Source: an optimization exercise on an open RTL-to-GDS flow (aim: small area, a short achievable clock period and few clock cycles). Production flows keep margins and buffers that such runs may drop.
Function was checked by simulation only, so behaviour that the tests miss may differ from the original.
Power is estimated from default activity; no workload was simulated.

===== flow/config.mk =====
export PLATFORM = sky130hd
export DESIGN_NAME = MAC_TOP
export DESIGN_NICKNAME = MAC_TOP
export VERILOG_FILES = /design/flow/design.v
export SDC_FILE = /design/flow/constraint.sdc
export NUM_CORES = 4
export LEC_CHECK = 0
export CAP_MARGIN = 20
export CORE_MARGIN = 2
export CORE_UTILIZATION = 40
export SLEW_MARGIN = 20

===== flow/constraint.sdc =====
create_clock -name core_clock -period 6.5 [get_ports {CLK}]
set_input_delay 1.3000 -clock core_clock [delete_from_list [all_inputs] [get_ports {CLK}]]
set_output_delay 1.3000 -clock core_clock [all_outputs]
set_load 0.01 [all_outputs]

===== flow/design.v =====
module MAC_1X1_UNIT(
    input wire                  CLK,
    input wire                  RSTN,
    input wire                  en_x_i,
    input wire                  en_w_i,
    input wire                  stop_mac,
    input wire                  used_row,
    input wire  signed   [7:0]  x_i,
    input wire  signed   [7:0]  w_i,
    input wire  signed   [15:0] before_sum,
    output wire                 stop_mac_o,
    output wire                 used_row_o,
    output reg  signed   [7:0]  x_o,
    output reg  signed   [7:0]  w_o,
    output wire signed   [15:0] after_sum
);
    reg                 stop_mac_reg;
    reg                 used_row_reg;
    reg signed   [7:0]  WEIGHT;
    reg signed   [15:0] SUM;
    wire signed  [15:0] MUL;
    always @(posedge CLK or negedge RSTN) begin
        if(!RSTN) begin
            WEIGHT          <=  8'd0;
            stop_mac_reg    <=  1'b0;
            used_row_reg    <=  1'b0;
        end else if(en_w_i) begin
            WEIGHT          <=  w_i;
            used_row_reg    <=  used_row;
        end else begin
            WEIGHT          <=  WEIGHT;
            stop_mac_reg    <=  stop_mac;
            used_row_reg    <=  used_row_reg;
        end
    end
    assign  MUL         =   WEIGHT * x_i;
    always @(posedge CLK or negedge RSTN) begin
        if(!RSTN) begin
            SUM         <=  16'd0;
        end else if(en_w_i||stop_mac_reg||~used_row_reg) begin
            SUM         <=  16'd0;
        end else begin
            SUM         <=  before_sum + MUL;
        end
    end
    always @(posedge CLK or negedge RSTN) begin
        if(!RSTN) begin
            x_o             <=  8'd0;
            w_o             <=  8'd0;
        end else begin
            x_o             <=  x_i;
            w_o             <=  w_i;
        end
    end
    assign  after_sum   =   SUM;
    assign  stop_mac_o  =   stop_mac_reg;
    assign  used_row_o  =   used_row_reg;
endmodule
module MAC_4X1_COL(
    input wire  CLK,
    input wire  RSTN,
    input wire  en_x_i,
    input wire  en_w_i,
    input wire  stop_mac,
    input wire  used_row,
    input wire  signed  [15:0] before_sum_1,
    input wire  signed  [15:0] before_sum_2,
    input wire  signed  [15:0] before_sum_3,
    input wire  signed  [15:0] before_sum_4,
    input wire  signed  [7:0]  x_i,
    input wire  signed  [7:0]  w_i,
    output wire signed  [15:0] after_sum_1,
    output wire signed  [15:0] after_sum_2,
    output wire signed  [15:0] after_sum_3,
    output wire signed  [15:0] after_sum_4
);
    wire signed [7:0]   x_o         [0:3];
    wire signed [7:0]   w_o         [0:3];
    wire        [3:0]   stop_mac_o;
    wire        [3:0]   used_row_o;
    MAC_1X1_UNIT mac1 (
        .CLK(CLK),
        .RSTN(RSTN),
        .en_x_i(en_x_i),
        .en_w_i(en_w_i),
        .stop_mac(stop_mac),
        .used_row(used_row),
        .x_i(x_i),
        .w_i(w_i),
        .before_sum(before_sum_1),
        .stop_mac_o(stop_mac_o[0]),
        .used_row_o(used_row_o[0]),
        .x_o(x_o[0]),
        .w_o(w_o[0]),
        .after_sum(after_sum_1)
    );
    MAC_1X1_UNIT mac2 (
        .CLK(CLK),
        .RSTN(RSTN),
        .en_x_i(en_x_i),
        .en_w_i(en_w_i),
        .stop_mac(stop_mac_o[0]),
        .used_row(used_row_o[0]),
        .x_i(x_o[0]),
        .w_i(w_o[0]),
        .before_sum(before_sum_2),
        .stop_mac_o(stop_mac_o[1]),
        .used_row_o(used_row_o[1]),
        .x_o(x_o[1]),
        .w_o(w_o[1]),
        .after_sum(after_sum_2)
    );
    MAC_1X1_UNIT mac3 (
        .CLK(CLK),
        .RSTN(RSTN),
        .en_x_i(en_x_i),
        .en_w_i(en_w_i),
        .stop_mac(stop_mac_o[1]),
        .used_row(used_row_o[1]),
        .x_i(x_o[1]),
        .w_i(w_o[1]),
        .before_sum(before_sum_3),
        .stop_mac_o(stop_mac_o[2]),
        .used_row_o(used_row_o[2]),
        .x_o(x_o[2]),
        .w_o(w_o[2]),
        .after_sum(after_sum_3)
    );
    MAC_1X1_UNIT mac4 (
        .CLK(CLK),
        .RSTN(RSTN),
        .en_x_i(en_x_i),
        .en_w_i(en_w_i),
        .stop_mac(stop_mac_o[2]),
        .used_row(used_row_o[2]),
        .x_i(x_o[2]),
        .w_i(w_o[2]),
        .before_sum(before_sum_4),
        .stop_mac_o(stop_mac_o[3]),
        .used_row_o(used_row_o[3]),
        .x_o(x_o[3]),
        .w_o(w_o[3]),
        .after_sum(after_sum_4)
    );
endmodule
module MAC_4X4_ARRAY(
    input wire                  CLK,
    input wire                  RSTN,
    input wire                  en_x_i,
    input wire          [3:0]   en_w_i,
    input wire                  stop_mac,
    input wire                  used_row,
    input wire                  overwrite_sig,
    input wire  signed  [63:0]  RDATA_O,
    input wire  signed  [31:0]  x_i,
    input wire  signed  [31:0]  w_i,
    output wire signed  [63:0]  RESULT
);
    reg signed  [31:0]  I;
    reg signed  [31:0]  W;
    reg signed  [63:0]  RDATA_O_reg;
    reg         [3:0]   en_w_i_reg;
    reg                 stop_mac_pipe;
    reg                 used_row_pipe;
    always @(posedge CLK or negedge RSTN) begin
        if(!RSTN) begin
            I               <=  32'd0;
            W               <=  32'd0;
            stop_mac_pipe   <=  1'b0;
            used_row_pipe   <=  1'b0;
            RDATA_O_reg     <=  64'd0;
        end else begin
            I               <=  x_i;
            W               <=  w_i;
            stop_mac_pipe   <=  stop_mac;
            used_row_pipe   <=  used_row;
            RDATA_O_reg     <=  RDATA_O;
        end
    end
    always @(posedge CLK or negedge RSTN) begin
        if(!RSTN) begin
            en_w_i_reg      <=  4'd0;
        end else if(en_w_i)begin
            en_w_i_reg      <=  en_w_i;
        end else begin 
            en_w_i_reg      <=  en_w_i_reg;
        end
    end
    wire signed [7:0]  x_i_1;
    wire signed [7:0]  w_i_1;
    wire signed [7:0]  x_i_2;
    wire signed [7:0]  w_i_2;
    wire signed [7:0]  x_i_3;
    wire signed [7:0]  w_i_3;
    wire signed [7:0]  x_i_4;
    wire signed [7:0]  w_i_4;
    wire signed [15:0] after_sum_1 [0:3];
    wire signed [15:0] after_sum_2 [0:3];
    wire signed [15:0] after_sum_3 [0:3];
    wire signed [15:0] after_sum_4 [0:3];
    assign  x_i_1    =   I [31:24];
    assign  x_i_2    =   I [23:16];
    assign  x_i_3    =   I [15:8];
    assign  x_i_4    =   I [7:0];
    assign  w_i_1    =   W [31:24];
    assign  w_i_2    =   W [23:16];
    assign  w_i_3    =   W [15:8];
    assign  w_i_4    =   W [7:0];
    reg signed  [7:0]   x_i_2_1d;
    reg signed  [7:0]   x_i_3_2d        [0:1];
    reg signed  [7:0]   x_i_4_3d        [0:2];
    reg signed  [15:0]  RDATA_O_i_2_1d;
    reg signed  [15:0]  RDATA_O_i_3_2d  [0:1];
    reg signed  [15:0]  RDATA_O_i_4_3d  [0:2];
    reg                 stop_mac_2_1d;
    reg                 stop_mac_3_2d   [0:1];
    reg                 stop_mac_4_3d   [0:2];
    wire signed [15:0]  RDATA_O_i       [0:3];
    assign RDATA_O_i[0]  =   (overwrite_sig) ? RDATA_O_reg[63:48] : 16'd0;
    assign RDATA_O_i[1]  =   (overwrite_sig) ? RDATA_O_reg[47:32] : 16'd0;
    assign RDATA_O_i[2]  =   (overwrite_sig) ? RDATA_O_reg[31:16] : 16'd0;
    assign RDATA_O_i[3]  =   (overwrite_sig) ? RDATA_O_reg[15:0]  : 16'd0;
    always @(posedge CLK or negedge RSTN) begin
        if(!RSTN) begin
            x_i_4_3d[0]         <=  8'd0;
            x_i_4_3d[1]         <=  8'd0;
            x_i_4_3d[2]         <=  8'd0;
            x_i_3_2d[0]         <=  8'd0;
            x_i_3_2d[1]         <=  8'd0;
            x_i_2_1d            <=  8'd0;
            RDATA_O_i_4_3d[0]   <=  16'd0;
            RDATA_O_i_4_3d[1]   <=  16'd0;
            RDATA_O_i_4_3d[2]   <=  16'd0;
            RDATA_O_i_3_2d[0]   <=  16'd0;
            RDATA_O_i_3_2d[1]   <=  16'd0;
            RDATA_O_i_2_1d      <=  16'd0;
            stop_mac_4_3d[0]    <=  1'd0;
            stop_mac_4_3d[1]    <=  1'd0;
            stop_mac_4_3d[2]    <=  1'd0;
            stop_mac_3_2d[0]    <=  1'd0;
            stop_mac_3_2d[1]    <=  1'd0;
            stop_mac_2_1d       <=  1'd0;
        end else begin
            x_i_4_3d[0]         <=  x_i_4;
            x_i_4_3d[1]         <=  x_i_4_3d[0];
            x_i_4_3d[2]         <=  x_i_4_3d[1];
            x_i_3_2d[0]         <=  x_i_3;
            x_i_3_2d[1]         <=  x_i_3_2d[0];
            x_i_2_1d            <=  x_i_2;
            RDATA_O_i_4_3d[0]   <=  RDATA_O_i[3];
            RDATA_O_i_4_3d[1]   <=  RDATA_O_i_4_3d[0];
            RDATA_O_i_4_3d[2]   <=  RDATA_O_i_4_3d[1];
            RDATA_O_i_3_2d[0]   <=  RDATA_O_i[2];
            RDATA_O_i_3_2d[1]   <=  RDATA_O_i_3_2d[0];
            RDATA_O_i_2_1d      <=  RDATA_O_i[1];
            stop_mac_4_3d[0]    <=  stop_mac_pipe;
            stop_mac_4_3d[1]    <=  stop_mac_4_3d[0];
            stop_mac_4_3d[2]    <=  stop_mac_4_3d[1];
            stop_mac_3_2d[0]    <=  stop_mac_pipe;
            stop_mac_3_2d[1]    <=  stop_mac_3_2d[0];
            stop_mac_2_1d       <=  stop_mac_pipe;
        end
    end
    MAC_4X1_COL col1(
        .CLK(CLK),
        .RSTN(RSTN),
        .en_x_i(en_x_i),
        .en_w_i(en_w_i[3]),
        .stop_mac(stop_mac_pipe),
        .used_row(used_row_pipe),
        .before_sum_1(RDATA_O_i[0]),
        .before_sum_2(RDATA_O_i_2_1d),
        .before_sum_3(RDATA_O_i_3_2d[1]),
        .before_sum_4(RDATA_O_i_4_3d[2]),
        .x_i(x_i_1),
        .w_i(w_i_1),
        .after_sum_1(after_sum_1[0]),
        .after_sum_2(after_sum_1[1]),
        .after_sum_3(after_sum_1[2]),
        .after_sum_4(after_sum_1[3])
    );
    MAC_4X1_COL col2(
        .CLK(CLK),
        .RSTN(RSTN),
        .en_x_i(en_x_i),
        .en_w_i(en_w_i[2]),
        .stop_mac(stop_mac_2_1d),
        .used_row(used_row_pipe),
        .before_sum_1(after_sum_1[0]),
        .before_sum_2(after_sum_1[1]),
        .before_sum_3(after_sum_1[2]),
        .before_sum_4(after_sum_1[3]),
        .x_i(x_i_2_1d),
        .w_i(w_i_2),
        .after_sum_1(after_sum_2[0]),
        .after_sum_2(after_sum_2[1]),
        .after_sum_3(after_sum_2[2]),
        .after_sum_4(after_sum_2[3])
    );
    MAC_4X1_COL col3(
        .CLK(CLK),
        .RSTN(RSTN),
        .en_x_i(en_x_i),
        .en_w_i(en_w_i[1]),
        .stop_mac(stop_mac_3_2d[1]),
        .used_row(used_row_pipe),
        .before_sum_1(after_sum_2[0]),
        .before_sum_2(after_sum_2[1]),
        .before_sum_3(after_sum_2[2]),
        .before_sum_4(after_sum_2[3]),
        .x_i(x_i_3_2d[1]),
        .w_i(w_i_3),
        .after_sum_1(after_sum_3[0]),
        .after_sum_2(after_sum_3[1]),
        .after_sum_3(after_sum_3[2]),
        .after_sum_4(after_sum_3[3])
    );
    MAC_4X1_COL col4(
        .CLK(CLK),
        .RSTN(RSTN),
        .en_x_i(en_x_i),
        .en_w_i(en_w_i[0]),
        .stop_mac(stop_mac_4_3d[2]),
        .used_row(used_row_pipe),
        .before_sum_1(after_sum_3[0]),
        .before_sum_2(after_sum_3[1]),
        .before_sum_3(after_sum_3[2]),
        .before_sum_4(after_sum_3[3]),
        .x_i(x_i_4_3d[2]),
        .w_i(w_i_4),
        .after_sum_1(after_sum_4[0]),
        .after_sum_2(after_sum_4[1]),
        .after_sum_3(after_sum_4[2]),
        .after_sum_4(after_sum_4[3])
    );
    reg signed  [15:0]  row_1_3d    [0:2];
    reg signed  [15:0]  row_2_2d    [0:1];
    reg signed  [15:0]  row_3_1d;
    reg signed  [15:0]  after_sum   [0:3];
    always @(*) begin
        case(en_w_i_reg)
            4'b1111 : begin
                after_sum[0] = after_sum_4[0];
                after_sum[1] = after_sum_4[1];
                after_sum[2] = after_sum_4[2];
                after_sum[3] = after_sum_4[3];
            end
            4'b1110 : begin
                after_sum[0] = after_sum_3[0];
                after_sum[1] = after_sum_3[1];
                after_sum[2] = after_sum_3[2];
                after_sum[3] = after_sum_3[3];
            end
            4'b1100 : begin
                after_sum[0] = after_sum_2[0];
                after_sum[1] = after_sum_2[1];
                after_sum[2] = after_sum_2[2];
                after_sum[3] = after_sum_2[3];
            end
            4'b1000 : begin
                after_sum[0] = after_sum_1[0];
                after_sum[1] = after_sum_1[1];
                after_sum[2] = after_sum_1[2];
                after_sum[3] = after_sum_1[3];
            end
            default : begin
                after_sum[0] = after_sum_4[0];
                after_sum[1] = after_sum_4[1];
                after_sum[2] = after_sum_4[2];
                after_sum[3] = after_sum_4[3];
            end
        endcase
    end
    always @(posedge CLK or negedge RSTN) begin
        if(!RSTN) begin
            row_1_3d[0] <=  16'd0;
            row_1_3d[1] <=  16'd0;
            row_1_3d[2] <=  16'd0;
            row_2_2d[0] <=  16'd0;
            row_2_2d[1] <=  16'd0;
            row_3_1d    <=  16'd0;
        end else begin
            row_1_3d[0] <=  after_sum[0];
            row_1_3d[1] <=  row_1_3d[0];
            row_1_3d[2] <=  row_1_3d[1];
            row_2_2d[0] <=  after_sum[1];
            row_2_2d[1] <=  row_2_2d[0];
            row_3_1d    <=  after_sum[2];
        end
    end
    assign  RESULT  =   {row_1_3d[2], row_2_2d[1], row_3_1d, after_sum[3]};
endmodule
module MAC_TOP (
    input     wire              CLK,
    input     wire              RSTN,
    input     wire     [11:0]   MNT,
    input     wire              START,
    output    reg               DONE,
    output    wire              EN_I,
    output    wire    [2:0]     ADDR_I,
    input     wire    [63:0]    RDATA_I,
    output    wire              EN_W,
    output    wire    [2:0]     ADDR_W,
    input     wire    [63:0]    RDATA_W,
    output    wire              EN_O,
    output    wire              RW_O,
    output    wire    [3:0]     ADDR_O,
    output    wire    [63:0]    WDATA_O,
    input     wire    [63:0]    RDATA_O
);
    wire    [3:0]    M, N, T;
    assign  M       =   MNT [11:8];
    assign  N       =   MNT [7:4];
    assign  T       =   MNT [3:0];
    reg             prev_START;
    reg     [3:0]   state, next_state;
    parameter IDLE      =   4'b0000;
    parameter STOP      =   4'b1111;        
    parameter READY     =   4'b0001;
    parameter LOAD_W    =   4'b0010;
    parameter LOAD_I    =   4'b0100;
    parameter STORE_O   =   4'b1000;
    reg     [1:0]   where_w_reg, where_i_reg;
    reg     [10:0]  clock_cycle;
    always @(posedge CLK or negedge RSTN) begin
        if (!RSTN) begin
            state       <=  IDLE;
            prev_START  <=  1'b0;
            clock_cycle <=  11'd0 - 11'd2;
        end else begin
            state       <=  next_state;
            prev_START  <=  START;
            clock_cycle <=  clock_cycle + 11'd1;
        end
    end
    reg         [2:0]   addr_w_reg;
    reg         [2:0]   addr_i_reg; 
    reg         [3:0]   addr_o_reg;
    reg                 en_i_reg, 
                        en_w_reg, 
                        en_o_reg,
                        rw_o_reg;
    reg         [63:0]  wdata_o_reg;
    reg         [3:0]   cycle_count;
    reg         [3:0]   store_count;
    reg signed  [63:0]  RESULT_reg;
    wire        [2:0]   stage;
    assign  stage   =   {(M>4'd4),(N>4'd4),(T>4'd4)};
    reg     [2:0]   load_w_times, load_i_times;
    reg             overwrite_sig;
    reg     [3:0]   compute_cycle;
    always @(*) begin
        if((N>=4)) begin
            if(where_w_reg==2'd0||where_w_reg==2'd3) begin
                compute_cycle   =   (N-4'd4) + 4'd5; 
            end else begin 
                compute_cycle   =   4'd9;
            end
        end else begin 
            compute_cycle       =   N + 4'd5;
        end
    end
    always @(*) begin
        DONE            =   1'b0;
        case (state)
            IDLE: begin
                next_state      =   (START)                             ? READY     :   IDLE;
                DONE            =   1'b0;
            end
            STOP: begin
                next_state      =   IDLE;
                DONE            =   1'b1;
            end
            READY:  next_state  =   LOAD_W;          
            LOAD_W: next_state  =   (addr_w_reg[1:0]==2'b00)            ? LOAD_I    :   LOAD_W;
            LOAD_I: begin
                if((T >= compute_cycle)) begin
                    next_state  =   (cycle_count==compute_cycle+4'd1)   ? STORE_O   :   LOAD_I;
                end else begin 
                    next_state  =   (cycle_count==compute_cycle)        ? STORE_O   :   LOAD_I;
                end
            end
            STORE_O: begin 
                case(stage)
                    3'd0: begin
                        if(store_count==T) begin
                            next_state      =   STOP;
                        end else begin
                            next_state      =   STORE_O;
                        end
                    end
                    3'd1: begin
                        if(store_count==T) begin
                            next_state      =   STOP;
                        end else begin
                            next_state      =   STORE_O;
                        end
                    end
                    3'd2: begin
                        if(store_count==T) begin
                            if(load_w_times>=2'd2) begin
                                next_state      =   STOP;
                            end else begin
                                next_state      =   READY;
                            end
                        end else begin
                            next_state      =   STORE_O;
                        end
                    end
                    3'd3: begin  
                        if(store_count==T) begin
                            if(load_w_times>=2'd2) begin
                                next_state  =   STOP;
                            end else begin
                                next_state  =   READY;
                            end 
                        end else begin
                            next_state      =   STORE_O;
                        end
                    end
                    3'd4: begin
                        if(store_count==T) begin
                            if(load_w_times>=2'd2) begin
                                next_state  =   STOP;
                            end else begin
                                next_state  =   READY;
                            end
                        end else begin
                            next_state      =   STORE_O;
                        end
                    end
                    3'd5: begin  
                        if(store_count==T) begin
                            if(load_w_times>=2'd2) begin
                                next_state  =   STOP;
                            end else begin
                                next_state  =   READY;
                            end
                        end else begin
                            next_state      =   STORE_O;
                        end
                    end
                    3'd6: begin  
                        if(store_count==T) begin
                            if(load_w_times == 2'd1) begin 
                                next_state  =   READY;
                            end else if(load_w_times == 2'd2) begin 
                                next_state  =   READY;
                            end else if(load_w_times == 2'd3) begin 
                                next_state  =   READY;
                            end else begin
                                next_state  =   STOP;
                            end
                        end else begin
                            next_state      =   STORE_O;
                        end
                    end
                    3'd7: begin  
                        if(store_count==T) begin
                            if(load_w_times==1) begin 
                                next_state  =   READY;
                            end else if(load_w_times==2) begin 
                                next_state  =   READY;
                            end else if(load_w_times==3) begin 
                                next_state  =   READY;
                            end else begin
                                next_state  =   STOP;
                            end
                        end else begin
                            next_state      =   STORE_O;
                        end
                    end
                    default:    begin
                        next_state  =   IDLE;
                    end
                endcase
            end            
            default:    begin
                next_state  =   IDLE;
            end
        endcase
    end
    reg     [2:0]   up_addr_reg, down_addr_reg;
    reg             save;
    reg             stop_mac_reg;
    reg             used_row_reg;
    always @(*) begin
        if((stage==3'd2)||(stage==3'd3)) begin
            overwrite_sig   =   (load_w_times>=3'd2);
        end else if((stage==3'd6)||(stage==3'd7)) begin
            overwrite_sig   =   (load_w_times>=3'd3);
        end else begin 
            overwrite_sig   =   1'b0;
        end
    end
    always @(posedge CLK or negedge RSTN) begin
        if (!RSTN) begin
            addr_i_reg      <=  3'd0;
            addr_w_reg      <=  3'd0;
            addr_o_reg      <=  4'd0;
            en_i_reg        <=  1'b0;
            en_w_reg        <=  1'b0;
            en_o_reg        <=  1'b0;
            rw_o_reg        <=  1'b0;
            wdata_o_reg     <=  64'd0;
            cycle_count     <=  4'd0;
            load_w_times    <=  2'd0;
            load_i_times    <=  2'd0;
            up_addr_reg     <=  3'b011;
            down_addr_reg   <=  3'b111;
            stop_mac_reg    <=  1'b0;
            used_row_reg    <=  1'b0;    
            where_w_reg     <=  2'd1;
            where_i_reg     <=  2'd1;      
            save            <=  1'b1;
        end else begin
            if(M>4) begin
                used_row_reg    <=  (addr_w_reg[1:0] <= M[1:0]-2'd1) ? 1'b1 : ~addr_w_reg[2];
            end else begin 
                used_row_reg    <=  (addr_w_reg[1:0] <= M[1:0]-2'd1) ? 1'b1 : 1'b0;
            end
            case (state)
                IDLE: begin
                    addr_i_reg      <=  3'd0;
                    addr_w_reg      <=  3'd0;
                    addr_o_reg      <=  4'd0;
                    en_i_reg        <=  1'b0;
                    en_w_reg        <=  1'b0;
                    en_o_reg        <=  1'b0;
                    rw_o_reg        <=  1'b0;
                    wdata_o_reg     <=  64'd0;
                    cycle_count     <=  4'd0;
                    store_count     <=  4'd0;
                    load_w_times    <=  2'd0;
                    load_i_times    <=  2'd0;
                    up_addr_reg     <=  3'b011;
                    down_addr_reg   <=  3'b111;
                    stop_mac_reg    <=  1'b0;
                    where_w_reg     <=  2'd1;
                    where_i_reg     <=  2'd1;
                    save            <=  1'b1;
                end
                READY: begin
                    addr_i_reg      <=  3'd0;
                    addr_w_reg      <=  3'b111;
                    addr_o_reg      <=  4'd0;
                    en_i_reg        <=  1'b0;
                    en_w_reg        <=  1'b0;
                    en_o_reg        <=  1'b0;
                    rw_o_reg        <=  1'b0;
                    wdata_o_reg     <=  64'd0;
                    cycle_count     <=  4'd0;
                    store_count     <=  4'd0;
                    load_w_times    <=  load_w_times + 2'd1;
                    load_i_times    <=  load_i_times;
                    up_addr_reg     <=  3'b011;
                    down_addr_reg   <=  3'b111;
                    stop_mac_reg    <=  stop_mac_reg;
                    save            <=  1'b1;
                end
                LOAD_W: begin
                    if(addr_w_reg[1:0]==2'b00) begin
                        en_w_reg            <=  1'b0;
                    end else begin
                        en_w_reg            <=  1'b1;
                        if(where_w_reg==2'd0 || where_w_reg==2'd1) begin
                            addr_w_reg      <=  up_addr_reg;
                            up_addr_reg     <=  up_addr_reg - 3'd1;
                        end else begin
                            addr_w_reg      <=  down_addr_reg;
                            down_addr_reg   <=  down_addr_reg - 3'd1;
                        end
                    end
                end
                LOAD_I: begin
                    if ((cycle_count == 4'd0)&&(T == 4'd1)) begin
                        stop_mac_reg    <=  1'b0;
                        en_i_reg        <=  1'b1;
                        cycle_count     <=  4'd1;
                        addr_i_reg      <=  3'd0;
                        en_o_reg        <=  overwrite_sig;
                        rw_o_reg        <=  1'b0;  
                        addr_o_reg      <=  {3'd0,(where_w_reg==2'd2||where_w_reg==2'd3)};
                    end else if (cycle_count == 4'd0) begin
                        stop_mac_reg    <=  1'b0;
                        en_i_reg        <=  1'b1;
                        cycle_count     <=  4'd1;
                        addr_i_reg      <=  3'd0;
                        en_o_reg        <=  overwrite_sig;
                        rw_o_reg        <=  1'b0;  
                        addr_o_reg      <=  {3'd0,(where_w_reg==2'd2||where_w_reg==2'd3)};
                    end else if (cycle_count<(T-4'd1)) begin 
                        addr_i_reg      <=  addr_i_reg + 3'd1;
                        cycle_count     <=  cycle_count + 4'd1;
                        addr_o_reg      <=  addr_o_reg  +4'd2;
                    end else if (cycle_count==(T-4'd1)) begin
                        addr_i_reg      <=  addr_i_reg + 3'd1;
                        cycle_count     <=  cycle_count + 4'd1;
                        addr_o_reg      <=  addr_o_reg  +4'd2;
                    end else if (cycle_count==T) begin
                        stop_mac_reg    <=  1'b1;
                        en_i_reg        <=  1'b0;
                        addr_i_reg      <=  3'd0;
                        cycle_count     <=  cycle_count + 4'd1;
                        en_o_reg        <=  1'b0;
                        addr_o_reg      <=  {3'd0,(where_w_reg==2'd2||where_w_reg==2'd3)};
                    end else if (cycle_count==compute_cycle) begin
                        load_i_times    <=  load_i_times + 2'd1;
                        stop_mac_reg    <=  1'b1;
                        en_i_reg        <=  1'b0;
                        addr_i_reg      <=  3'd0;
                        cycle_count     <=  4'd0;              
                    end else begin
                        cycle_count     <=  cycle_count + 4'd1;
                    end
                end
                STORE_O: begin
                    case(stage)
                        3'd0: begin
                            if(store_count==T) begin
                                where_i_reg     <=   2'd1;
                                where_w_reg     <=   2'd1;
                            end else begin
                                where_w_reg     <=   where_w_reg;
                                where_i_reg     <=   where_i_reg;
                            end
                        end
                        3'd1: begin
                            if(store_count==T) begin
                                where_i_reg     <=   2'd1;
                                where_w_reg     <=   2'd1;
                            end else begin
                                where_w_reg     <=   where_w_reg;
                                where_i_reg     <=   where_i_reg;
                            end
                        end
                        3'd2: begin
                            if(store_count==T) begin
                                if(load_w_times>=2'd2) begin
                                    where_w_reg     <=   2'd1;
                                    where_i_reg     <=   2'd1;
                                end else begin
                                    where_w_reg     <=   2'd0;
                                    where_i_reg     <=   2'd0;
                                end
                            end else begin
                                where_w_reg     <=   where_w_reg;
                                where_i_reg     <=   where_i_reg;
                            end
                        end
                        3'd3: begin  
                            if(store_count==T) begin
                                if(load_w_times>=2'd2) begin
                                    where_w_reg     <=   2'd1;
                                    where_i_reg     <=   2'd1;
                                end else begin
                                    where_w_reg     <=   2'd0;
                                    where_i_reg     <=   2'd0;
                                end 
                            end else begin
                                where_w_reg     <=   where_w_reg;
                                where_i_reg     <=   where_i_reg;
                            end
                        end
                        3'd4: begin
                            if(store_count==T) begin
                                if(load_w_times>=2'd2) begin
                                    where_w_reg     <=   2'd1;
                                    where_i_reg     <=   2'd1;
                                end else begin
                                    where_w_reg     <=   2'd2;
                                    where_i_reg     <=   2'd1;
                                end
                            end else begin
                                where_w_reg     <=   where_w_reg;
                                where_i_reg     <=   where_i_reg;
                            end
                        end
                        3'd5: begin  
                            if(store_count==T) begin
                                if(load_w_times>=2'd1) begin
                                    where_w_reg     <=   2'd2;
                                    where_i_reg     <=   2'd2;
                                end else begin
                                    where_w_reg     <=   2'd1;
                                    where_i_reg     <=   2'd1;
                                end
                            end else begin
                                where_w_reg     <=   where_w_reg;
                                where_i_reg     <=   where_i_reg;
                            end
                        end
                        3'd6: begin  
                            if(store_count==T) begin
                                if(load_w_times == 2'd1) begin 
                                    where_w_reg     <=   2'd2;
                                    where_i_reg     <=   2'd1;
                                end else if(load_w_times == 2'd2) begin 
                                    where_w_reg     <=   2'd0;
                                    where_i_reg     <=   2'd0;
                                end else if(load_w_times == 2'd3) begin 
                                    where_w_reg     <=   2'd3;
                                    where_i_reg     <=   2'd0;
                                end else begin
                                    where_w_reg     <=   2'd1;
                                    where_i_reg     <=   2'd1;
                                end
                            end else begin
                                where_w_reg     <=   where_w_reg;
                                where_i_reg     <=   where_i_reg;
                            end
                        end
                        3'd7: begin  
                            if(store_count==T) begin
                                if(load_w_times==1) begin 
                                    where_w_reg     <=   2'd2;
                                    where_i_reg     <=   2'd1;
                                end else if(load_w_times==2) begin 
                                    where_w_reg     <=   2'd0;
                                    where_i_reg     <=   2'd0;
                                end else if(load_w_times==3) begin 
                                    where_w_reg     <=   2'd3;
                                    where_i_reg     <=   2'd0;
                                end else begin
                                    where_w_reg     <=   2'd1;
                                    where_i_reg     <=   2'd1;
                                end
                            end else begin
                                where_w_reg     <=   where_w_reg;
                                where_i_reg     <=   where_i_reg;
                            end
                        end
                        default:    begin
                            where_w_reg     <=   2'd1;
                            where_i_reg     <=   2'd1;
                        end
                    endcase
                    if(store_count==4'd0) begin
                        en_o_reg    <=  1'b1;
                        rw_o_reg    <=  1'b1;  
                        wdata_o_reg <=  RESULT_reg;
                        addr_o_reg  <=  {3'd0,(where_w_reg==2'd2||where_w_reg==2'd3)};
                        store_count <=  4'd1;
                    end else if(store_count < T) begin
                        addr_o_reg  <=  addr_o_reg + 4'd2;
                        store_count <=  store_count + 4'd1;
                        wdata_o_reg <=  RESULT_reg;
                    end else if(store_count == T) begin
                        en_o_reg    <=  1'b0;
                        rw_o_reg    <=  1'b0;  
                        addr_o_reg  <=  4'd0;
                        store_count <=  4'd0;
                        wdata_o_reg <=  RESULT_reg;
                    end else begin
                        store_count <=  4'd0;
                        en_o_reg    <=  1'b0;
                        rw_o_reg    <=  1'b0;  
                    end
                end
                STOP: begin
                    case(stage)
                        3'd0, 3'd2: begin 
                            if(save) begin
                                en_o_reg    <=  1'b1;
                                wdata_o_reg <=  64'd0;
                                rw_o_reg    <=  1'b1;
                                addr_o_reg  <=  T * 4'd2;
                                save        <=  1'b0;
                            end else if(addr_o_reg == 4'd14)begin
                                addr_o_reg  <=  4'd1;
                            end else if(addr_o_reg == 4'd15)begin 
                                en_o_reg    <=  1'b0;
                            end else begin 
                                addr_o_reg  <=  addr_o_reg  +   4'd2;
                            end
                        end
                        3'd1, 3'd3: begin 
                            if(T<4'd8) begin
                                if(save) begin
                                    en_o_reg    <=  1'b1;
                                    wdata_o_reg <=  64'd0;
                                    rw_o_reg    <=  1'b1;
                                    addr_o_reg  <=  T * 4'd2;
                                    save        <=  1'b0;
                                end else if(addr_o_reg == 4'd14)begin
                                    addr_o_reg  <=  4'd1;
                                end else if(addr_o_reg == 4'd15)begin 
                                    en_o_reg    <=  1'b0;
                                end else begin 
                                    addr_o_reg  <=  addr_o_reg  +   4'd2;
                                end
                            end else begin
                                if(save) begin
                                    en_o_reg    <=  1'b1;
                                    wdata_o_reg <=  64'd0;
                                    rw_o_reg    <=  1'b1;
                                    addr_o_reg  <=  4'd1;
                                    save        <=  1'b0;
                                end else if(addr_o_reg == 4'd15)begin 
                                    en_o_reg    <=  1'b0;
                                end else begin 
                                    addr_o_reg  <=  addr_o_reg  +   4'd2;
                                end
                            end
                        end
                        3'd4, 3'd6: begin
                            if(save) begin
                                en_o_reg    <=  1'b1;
                                rw_o_reg    <=  1'b1;
                                wdata_o_reg <=  64'd0;
                                addr_o_reg  <=  T * 4'd2;
                                save        <=  1'b0;
                            end else if(addr_o_reg == 4'd14)begin
                                addr_o_reg  <=  4'd2*T + 4'd1;
                            end else if(addr_o_reg == 4'd15)begin 
                                en_o_reg    <=  1'b0;
                            end else begin 
                                addr_o_reg  <=  addr_o_reg  +   4'd2;
                            end
                        end
                        3'd5, 3'd7: begin
                            if(T<4'd8) begin
                                if(save) begin
                                    en_o_reg    <=  1'b1;
                                    rw_o_reg    <=  1'b1;
                                    wdata_o_reg <=  64'd0;
                                    addr_o_reg  <=  T * 4'd2;
                                    save        <=  1'b0;
                                end else if(addr_o_reg == 4'd14)begin
                                    addr_o_reg  <=  4'd2 * T + 4'd1;
                                end else if(addr_o_reg == 4'd15)begin 
                                    en_o_reg    <=  1'b0;
                                end else begin 
                                    addr_o_reg  <=  addr_o_reg  +   4'd2;
                                end
                            end else begin 
                                en_o_reg    <=  1'b0;
                                rw_o_reg    <=  1'b0;
                                addr_o_reg  <=  4'd0;
                            end
                        end
                        default: begin
                            en_o_reg    <=  1'b0;
                            rw_o_reg    <=  1'b0;
                            addr_o_reg  <=  4'd0;
                        end
                    endcase
                end
                default : begin
                    addr_i_reg      <=  3'd0;
                    addr_w_reg      <=  3'd0;
                    addr_o_reg      <=  4'd0;
                    en_i_reg        <=  1'b0;
                    en_w_reg        <=  1'b0;
                    en_o_reg        <=  1'b0;
                    rw_o_reg        <=  1'b0;
                    wdata_o_reg     <=  64'd0;
                    cycle_count     <=  4'd0;
                    load_w_times    <=  2'd0;
                    load_i_times    <=  2'd0;
                    up_addr_reg     <=  3'b011;
                    down_addr_reg   <=  3'b111;
                    stop_mac_reg    <=  1'b0;
                    used_row_reg    <=  1'b0;    
                    where_w_reg     <=  2'd1;
                    where_i_reg     <=  2'd1;      
                    save            <=  1'b1;
                end
            endcase 
        end
    end
    reg [63:0] WDATA_O_reg;
    assign  EN_I    =   en_i_reg;
    assign  ADDR_I  =   addr_i_reg;
    assign  EN_W    =   en_w_reg;
    assign  ADDR_W  =   addr_w_reg;
    assign  EN_O    =   en_o_reg;
    assign  RW_O    =   rw_o_reg;
    assign  ADDR_O  =   addr_o_reg;
    assign  WDATA_O =   WDATA_O_reg;
    always @(*) begin
        if(state==STOP) begin
            WDATA_O_reg =   64'd0;
        end else begin
            WDATA_O_reg =   ((T >= compute_cycle)) ? wdata_o_reg : RESULT_reg;
        end
    end
    reg     [63:0]  I;
    wire    [31:0]  x_i;
    wire    [31:0]  upper_I, lower_I;
    always @(*) begin
        case (N)
            4'd1: I =   {RDATA_I[63:56], {56{1'b0}}};
            4'd2: I =   {RDATA_I[63:48], {48{1'b0}}};
            4'd3: I =   {RDATA_I[63:40], {40{1'b0}}};
            4'd4: I =   {RDATA_I[63:32], {32{1'b0}}};
            4'd5: I =   {RDATA_I[63:24], {24{1'b0}}};
            4'd6: I =   {RDATA_I[63:16], {16{1'b0}}};
            4'd7: I =   {RDATA_I[63:8],  {8{1'b0}}};
            4'd8: I =   RDATA_I;
            default: I = 64'd0;  
        endcase
    end
    assign  upper_I =   I[63:32];
    assign  lower_I =   I[31:0];
    assign  x_i     =   (where_i_reg==2'd1 || where_i_reg==2'd2) ? upper_I : lower_I;
    reg     [63:0]  W;
    wire    [31:0]  w_i;
    wire    [31:0]  upper_W, lower_W;
    always @(*) begin
        case (N)
            4'd1: W =   {RDATA_W[63:56], {56{1'b0}}};
            4'd2: W =   {RDATA_W[63:48], {48{1'b0}}};
            4'd3: W =   {RDATA_W[63:40], {40{1'b0}}};
            4'd4: W =   {RDATA_W[63:32], {32{1'b0}}};
            4'd5: W =   {RDATA_W[63:24], {24{1'b0}}};
            4'd6: W =   {RDATA_W[63:16], {16{1'b0}}};
            4'd7: W =   {RDATA_W[63:8],  {8{1'b0}}};
            4'd8: W =   RDATA_W;
            default: W = 64'd0;  
        endcase
    end
    assign  upper_W =   W[63:32];
    assign  lower_W =   W[31:0];
    assign  w_i     =   (where_w_reg==2'd1 || where_w_reg==2'd2) ? upper_W : lower_W;
    wire    stop_mac;
    assign  stop_mac    =   stop_mac_reg;
    reg     [3:0]   en_col;
    wire    [3:0]   shift;
    assign  shift =  (where_w_reg==2'd0||where_w_reg==2'd3) ? (4'd8 - N) : 4'd0;
    always @(*) begin
        if(EN_W) begin
            if(N>4) begin 
                en_col  =   4'b1111 << shift;
            end else begin
                en_col  =   4'b1111 << (4'd4 - N);
            end
        end else begin
            en_col = 4'd0;
        end
    end
    reg             en_x_i_2d [0:1];
    reg     [3:0]   en_w_i_2d [0:1];
    always @(posedge CLK or negedge RSTN) begin
        if(!RSTN) begin
            en_x_i_2d[0] <=  0;
            en_x_i_2d[1] <=  0;
            en_w_i_2d[0] <=  0;
            en_w_i_2d[1] <=  0;
        end else begin
            en_x_i_2d[0] <=  EN_I;
            en_x_i_2d[1] <=  en_x_i_2d[0];
            en_w_i_2d[0] <=  en_col;
            en_w_i_2d[1] <=  en_w_i_2d[0];
        end
    end
    wire [63:0] RESULT;
    wire        used_row;
    assign used_row =   used_row_reg;
    MAC_4X4_ARRAY MAC_array(
        .CLK(CLK),
        .RSTN(RSTN),
        .stop_mac(stop_mac),
        .used_row(used_row),
        .overwrite_sig(overwrite_sig),
        .RDATA_O(RDATA_O),
        .en_x_i(en_x_i_2d[1]),
        .en_w_i(en_w_i_2d[1]),
        .x_i(x_i),
        .w_i(w_i),
        .RESULT(RESULT)
    );
    always @(posedge CLK or negedge RSTN) begin
        if(!RSTN) begin
            RESULT_reg  <=  64'd0;
        end else begin
            RESULT_reg  <=  RESULT;
        end
    end
endmodule

===== flow/run.sh =====
#!/bin/bash
# synth_recipe.tcl (not shown) runs the flow's synth.tcl, then flattens the netlist and writes it again
# the make line also repeats each setting of config.mk as NAME=value (left out here)
make -C /OpenROAD-flow-scripts/flow DESIGN_CONFIG=/design/flow/config.mk WORK_HOME=/design/flow/orfs CLKGATE_MAP_FILE= SYNTH_SCRIPT=/design/flow/synth_recipe.tcl finish

==> flow_summary.ini <==
[floorplan]
rows = 171
die_w_um = 470.0
io_pins = 286
core-area_um2 = 216500
die_y_um = 470.0
start_util_pct = 40.12
dieArea_um2 = 220900

[layout]
layoutNonFillerInstCount = 11290
final_util_pct = 45.34
final_area_um2 = 98170
nets = 10300
drive_gt1_share_pct = 6.645
syn_to_final_growth_pct = 13.00

[cts]
clkTransAtPathRegs_ns = 0.06
cts-root-buf = clkbuf_16
htreeDepth = 4
clock_latency_ns = 0.81
clockBufferDepth = 3
numCtsBuffers = 135
cts_sinks = 1163
tritoncts = built

[global_route]
grt_first_pass_wirelength_um = 350800
grt_pass1_vias = 60540
track_usage_pct = 20.65
antenna_found_initial = 22
grt_max_degree = 167
grt-ovfl-total = 0

[routing]
drc = 0
ant_nets = 0
first_pass_iters = 6
vias = 55930
vias_per_cell = 4.954
wire_per_inst_um = 19.72
drt_iter0_drc = 3702
routed_wl_um = 222700

[synth]
synth.largest_area_cell = dfrtp_1
yosysUniqueCellTypes = 80
synthFlopType = dfrtp_1
synth_area_um2 = 86870
synth.most_common_cell = inv_1
syn_inst = 7997
yosysWarningCount = 26
avgSynthCellArea_um2 = 10.86
netlist_top_cells_area = dfrtp_1, fa_1, ha_1
postSynthNetCount = 9970
synth_edf_count = 4
ys_top_cells_by_count = inv_1, dfrtp_1, fa_1, nand2_1, ha_1
synth_top_area_share_pct = 33.16
synthArstFlopShare_pct = 99.66
seq_area_frac_synth_pct = 33.54
yosys_register_bits = 1163

[timing]
post-route-period-util_pct = 96.32
fmax_mhz = 159.7
worst_pin_slew_ns = 1.060
min_period_ns = 6.261
final_hold_viol_count = 0
relSlewSlack_pct = 29.30
fin_setup_tns_ns = 0
clock_skew_ns = 0.03504
setup_viol = 0
rsz0062_at_grt = no
drv_slew = 0

[worst_setup_path]
required_ns = 7.21
slowest_delay_ns = 0.56
crit_path_end_kind = flop
startpoint_type = input pin
critical_path_class = input pin to flop
slowest_stage = fa_1
critPathMaxFanout = 12
crit_path_frequent_cell = fa_1
cp_cell_sequence = clkdlybuf4s50_1, inv_1, ha_4, inv_1, a21o_1, o21ai_0, buf_4, a21oi_4, buf_12, buf_4, nand2_1, fa_1, fa_1, inv_1, fa_1, fa_1, fa_1, ha_1, o21ai_1, o21bai_2, o2111ai_2, a21oi_1, or3_1, a21oi_1
crit_arrival_ns = 6.97

[worst_hold_path]
hp-class = flop to flop

[job]
cap_violations = 0

[pwr]
p_total_mw = 34.43
p_per_area_nw_per_um2 = 350.7
p_leak_nw = 47.61
vdd_drop_max_v = 0.0003307

[placement]
place_area_um2 = 93510
dpl.cell_count = 11040
hpwlAfterDp_um = 179900
portBuffers = 285
gp_congestion = 0.8924

[outcome]
status = complete, no violations
-- cells in the final DEF (no fill, tap or decap), types with 39 or more instances in the layout --
cell and instances:
a21oi_1 163, a221oi_1 50, a22o_1 73, and2_1 548
and3_1 73, buf_4 101, clkbuf_16 136, clkdlybuf4s50_1 284
dfrtp_1 1147, fa_1 1136, ha_1 629, inv_1 1459
mux2_2 156, mux2i_1 86, nand2_1 773, nand2b_1 136
nand3_1 39, nor2_1 320, nor2b_1 67, nor3_1 121
o21a_1 64, o21ai_0 140, xnor2_1 207, xor2_1 44
-- metal layers --
layer / vias to the layer above / routed length [um] / global-route usage, %
met5: - / 72 / 0
met4: 12 / 9482 / 8.166
met3: 351 / 11110 / 3.524
met2: 1351 / 105100 / 33.68
met1: 28510 / 96930 / 27.45
li1: 25710 / - / -
-- worst max-delay path: cells and delay by family --
family	cells	cell delay (ns)
and+or+nand+nor	2	0.44
AOI/OAI and AO/OA	8	1.16
adders and majority gates	7	2.88
buffers and inverters	7	1.17
-- metrics by stage --
| step | setup WS, ns | hold slack [ns] |
|---|---|---|
| after floorplan | 0.01604 | 0.3312 |
| after global placement | -0.6329 | 0.3316 |
| after detailed placement | -0.6705 | 0.3347 |
| after CTS | 0.1701 | 0.3452 |
| after global routing | 0.002597 | 0.3513 |
| final | 0.2390 | 0.3438 |
-- report_power, final --
part / leakage (nW) / switching [mW] / internal [mW]
Combinational: 29.9 / 8.90 / 6.84
Sequential: 15.5 / 2.17 / 8.70
Clock: 2.23 / 3.24 / 4.56
-- logic make-up after synthesis --
kind of cell	after synthesis	share of synthesized area, %
fa+ha+maj	1766	35.25
simple gates	2136	12.06
mux	243	3.026
buf+inv	1663	7.247
compound gates	774	6.326
xor+xnor	252	2.556
flops	1163	33.54
-- area by class of cell --
class / instances / area (um^2)
Clock inverter: 63 / 839.6
Timing Repair Buffer: 397 / 3846
Antenna cell: 10 / 25.02
Sequential cell: 1163 / 29140
Clock buffer: 173 / 3741
Inverter: 1460 / 5480
Fill cell: 20230 / 118400
Multi-Input combinational cell: 5171 / 51520
Tap cell: 2854 / 3571
-- path summary, 6_finish.rpt --
path | cells after the start | slack, ns | startpoint | to
worst max-delay path | 24 | 0.24 | MNT[4] | MAC_array.col1.mac1.SUM[15]$_DFF_PN0_
worst min-delay path | 0 | 0.34 | MAC_array.row_1_3d[1][1]$_DFF_PN0_ | MAC_array.row_1_3d[2][1]$_DFF_PN0_
worst max register to register | 23 | 0.66 | load_w_times[0]$_DFFE_PN0N_ | MAC_array.col1.mac1.SUM[15]$_DFF_PN0_
worst min register to register | 0 | 0.34 | MAC_array.row_1_3d[1][1]$_DFF_PN0_ | MAC_array.row_1_3d[2][1]$_DFF_PN0_
max in group asynchronous | 3 | 4.48 | RSTN | MAC_array.col2.mac3.WEIGHT[6]$_DFFE_PN0P_
min in group asynchronous | 1 | 0.50 | RSTN | MAC_array.col1.mac2.SUM[9]$_DFF_PN0_
-- what timing repair did --
action,CTS,global route
hold buffers,0,0
endpoints found under the setup margin,0,3
gates resized for setup,0,3
buffers inserted,0,3
Testbench counts, summed over its fixed seeds: cycles 18,268.

## static timing again, ports no longer ideal
How much do the figures lean on ideal ports? The routed layout below was timed once more, with nothing changed but the port constraints.
Step 1: set_driving_cell puts a clkbuf_16 on CLK and a buf_2 on each other input, an assumption about the parent block.
Step 2, shift: input delay + t, output delay - t, t = (earliest + latest rising clock arrival at the registers) / 2. This alone moves slack from input paths to output paths.
a / b / c = ideal / step 1 / step 2; a / b = the first two.
shift t [ns]: 0.889
setup slack, ns: 0.239 / 0.217 / -0.672
worst setup path at the end: input to register
Met with ideal ports but missed after step 2: setup timing in this run. For this run, drivers alone change the setup slack by -0.022 ns; drivers and shift together by -0.911 ns.
